Source: an optimization exercise on an open RTL-to-GDS flow (aim: small area). Production flows keep margins and buffers that such runs may drop. In this exercise RTL edits were held to simulation tests only and were not proved equivalent to the original. Power is estimated from default activity; no workload was simulated. The flow treats the clock pin as an ideal source, which a real chip does not have.

v29:
// router_top
module router_top(
input clk,resetn,read_enb_0,read_enb_1,read_enb_2,pkt_valid,
input [7:0]data_in,
output valid_out_0,valid_out_1,valid_out_2,error,busy,
output [7:0]data_out_0,data_out_1,data_out_2
);
wire [2:0] empty, full, soft_rst, write_en;
wire [7:0] data;
wire [2:0] hdr_load;
router_fsm fsm1(.clk(clk), .resetn(resetn), .pkt_valid(pkt_valid), .data_in(data_in),
  .empty(empty), .full(full), .soft_rst(soft_rst), .write_en(write_en),
  .hdr_load(hdr_load), .busy(busy), .err(error), .d_out(data));
router_fifo fifo1(.clk(clk), .resetn(resetn), .read_enb(read_enb_0), .write_enb(write_en[0]),
  .hdr_load(hdr_load[0]), .data_in(data), .data_out(data_out_0),
  .full(full[0]), .empty(empty[0]), .soft_reset(soft_rst[0]));
router_fifo fifo2(.clk(clk), .resetn(resetn), .read_enb(read_enb_1), .write_enb(write_en[1]),
  .hdr_load(hdr_load[1]), .data_in(data), .data_out(data_out_1),
  .full(full[1]), .empty(empty[1]), .soft_reset(soft_rst[1]));
router_fifo fifo3(.clk(clk), .resetn(resetn), .read_enb(read_enb_2), .write_enb(write_en[2]),
  .hdr_load(hdr_load[2]), .data_in(data), .data_out(data_out_2),
  .full(full[2]), .empty(empty[2]), .soft_reset(soft_rst[2]));
assign valid_out_0 = ~empty[0];
assign valid_out_1 = ~empty[1];
assign valid_out_2 = ~empty[2];
endmodule
clock: 5.0 ns
lec_check: 0
cap_margin: 10
core_margin: 2
core_utilization: 60
cts_buf_list: sky130_fd_sc_hd__clkbuf_16
cts_cluster_diameter: 100
cts_cluster_size: 32
slew_margin: 10
standard.sh (not shown) runs the stock make flow with config.mk's settings and CLKGATE_MAP_FILE= SYNTH_SCRIPT=/design/flow/synth_recipe.tcl, a recipe that flattens the netlist after the stock synthesis.
==> flow/flow/run.sh <==
#!/bin/bash
# The standard ORFS layout with these changes:
#  - synthesis maps logic with an area-oriented ABC script (flow/area.abc);
#  - the port buffers are the smallest buffer, buf_1;
#  - floorplan removes synthesis buffers instead of repairing timing on
#    wire-load estimates;
#  - clock tree synthesis clusters up to 32 sinks and inserts no dummy loads.
set -euo pipefail
HERE=$(pwd)
export OWN_ABC_SCRIPT="$HERE/flow/area.abc"
export BUFFER_PORTS_ARGS="-buffer_cell sky130_fd_sc_hd__buf_1"
export REMOVE_ABC_BUFFERS=1
export CTS_ARGS="-sink_clustering_enable -repair_clock_nets -sink_clustering_size 32 -sink_clustering_max_diameter 100 -buf_list sky130_fd_sc_hd__clkbuf_16 -dont_use_dummy_load"
cat flow/synth_head.tcl synth_recipe.tcl > own_synth.tcl
sed "s|SYNTH_SCRIPT=[^ ]*|SYNTH_SCRIPT=$HERE/own_synth.tcl|" standard.sh > own_standard.sh
grep -q "SYNTH_SCRIPT=$HERE/own_synth.tcl" own_standard.sh
bash own_standard.sh > standard.log 2>&1
==> flow/flow/area.abc <==
strash
dch -f
amap -m -F 4 -A 8
==> flow/flow/synth_head.tcl <==
# Prepended to synth_recipe.tcl: the technology mapping uses flow/area.abc
# (area-oriented mapping) in place of ORFS's speed script. Nothing else in
# the synthesis changes.
proc abc {args} {
  set i [lsearch -exact $args -script]
  if { $i >= 0 } { lset args [expr {$i + 1}] $::env(OWN_ABC_SCRIPT) }
  yosys abc {*}$args
}
Inputs modified between v29 and v20:
-- flow/flow/run.sh --
<<< v29, line 1
#!/bin/bash
# The standard ORFS layout with these changes:
#  - synthesis maps logic with an area-oriented ABC script (flow/area.abc);
>>> v20, line 1
#!/bin/bash
# The standard ORFS layout with three changes:
#  - synthesis maps logic with an area-oriented ABC script (flow/area.abc);
<<< v29, line 12
export REMOVE_ABC_BUFFERS=1
export CTS_ARGS="-sink_clustering_enable -repair_clock_nets -sink_clustering_size 32 -sink_clustering_max_diameter 100 -buf_list sky130_fd_sc_hd__clkbuf_16 -dont_use_dummy_load"
cat flow/synth_head.tcl synth_recipe.tcl > own_synth.tcl
>>> v20, line 12
export REMOVE_ABC_BUFFERS=1
export CTS_ARGS="-sink_clustering_enable -repair_clock_nets -sink_clustering_size 40 -sink_clustering_max_diameter 60 -buf_list sky130_fd_sc_hd__clkbuf_16 -dont_use_dummy_load"
cat flow/synth_head.tcl synth_recipe.tcl > own_synth.tcl
==> results.txt <==
- v20 | status: complete | timing, DRC, antenna: pass
- Largest incremental delay on the critical path (higher): v29
- Global-route track usage on met2: v20 vs v29 — no meaningful difference
- Total power draw is lower on v29
- First-pass GRT wire length in v20 is 770 um above v29.
- Measured against each other, v29 and v20 differ in share of cell area taken by flip-flops and latches, the higher figure coming from v29.
- Delta (v20 minus v29): setup slack on the worst flop-to-flop path lost 20 ps, total length of routed wires higher.
- Between v29 and v20, count of clock-buffer cells in the layout is higher for v20, v29 comes in under that.
- The lower share of power burned in combinational logic came out of v20.
## Diff of input files: v38 against v20
Settings: GPL_ROUTABILITY_DRIVEN now 0, previously not set; GPL_TIMING_DRIVEN now 0, previously not set.
-- flow/flow/run.sh --
<<< v20, line 1
#!/bin/bash
# The standard ORFS layout with three changes:
#  - synthesis maps logic with an area-oriented ABC script (flow/area.abc);
>>> v38, line 1
#!/bin/bash
# The standard ORFS layout with these changes:
#  - synthesis maps logic with an area-oriented ABC script (flow/area.abc);
<<< v20, line 12
export REMOVE_ABC_BUFFERS=1
export CTS_ARGS="-sink_clustering_enable -repair_clock_nets -sink_clustering_size 40 -sink_clustering_max_diameter 60 -buf_list sky130_fd_sc_hd__clkbuf_16 -dont_use_dummy_load"
cat flow/synth_head.tcl synth_recipe.tcl > own_synth.tcl
>>> v38, line 12
export REMOVE_ABC_BUFFERS=1
export CTS_ARGS="-sink_clustering_enable -repair_clock_nets -sink_clustering_size 32 -sink_clustering_max_diameter 100 -buf_list sky130_fd_sc_hd__clkbuf_16 -dont_use_dummy_load"
cat flow/synth_head.tcl synth_recipe.tcl > own_synth.tcl
==> results.txt <==
The net switching component of the power in v38 was lower than what v20 gave. Delta (v38 minus v20): leakage power summed over all cells went down 0.60%, design area went down 110 um^2. On worst hold slack, v38 and v20 are neck and neck. Delta (v38 minus v20): via count closely matched the old numbers; worst-case setup slack after placement decreased by 1050 ps relative to the old numbers.

[what the ideal ports hide]
Ports are ideal in the flow. The routed layouts listed here were re-timed in OpenROAD. Step 1: set_driving_cell puts a clkbuf_16 on clk and a buf_2 on each other input, an assumption about the parent block. Step 2 times the ports against the registers' clock, not the clock port: input delays grow and output delays shrink by t, the midpoint of the rising clock arrivals with the driver on. a / b / c = ideal / step 1 / step 2; a / b = the first two.
run | t, ns | setup WS [ns] | hold WS [ns] | latest minus earliest clock arrival (ns) | pins driven straight from the clock port
v29 | 0.573 | 1.384 / 1.384 / 1.384 | 0.416 / 0.416 / 0.416 | 0.059 / 0.059 | 1
v20 | 0.574 | 1.361 / 1.361 / 1.361 | 0.410 / 0.410 / 0.410 | 0.049 / 0.048 | 1
v38 | 0.576 | 0.410 / 0.410 / 0.410 | 0.408 / 0.408 / 0.408 | 0.050 / 0.051 | 1
After both steps every run listed still meets setup and hold.
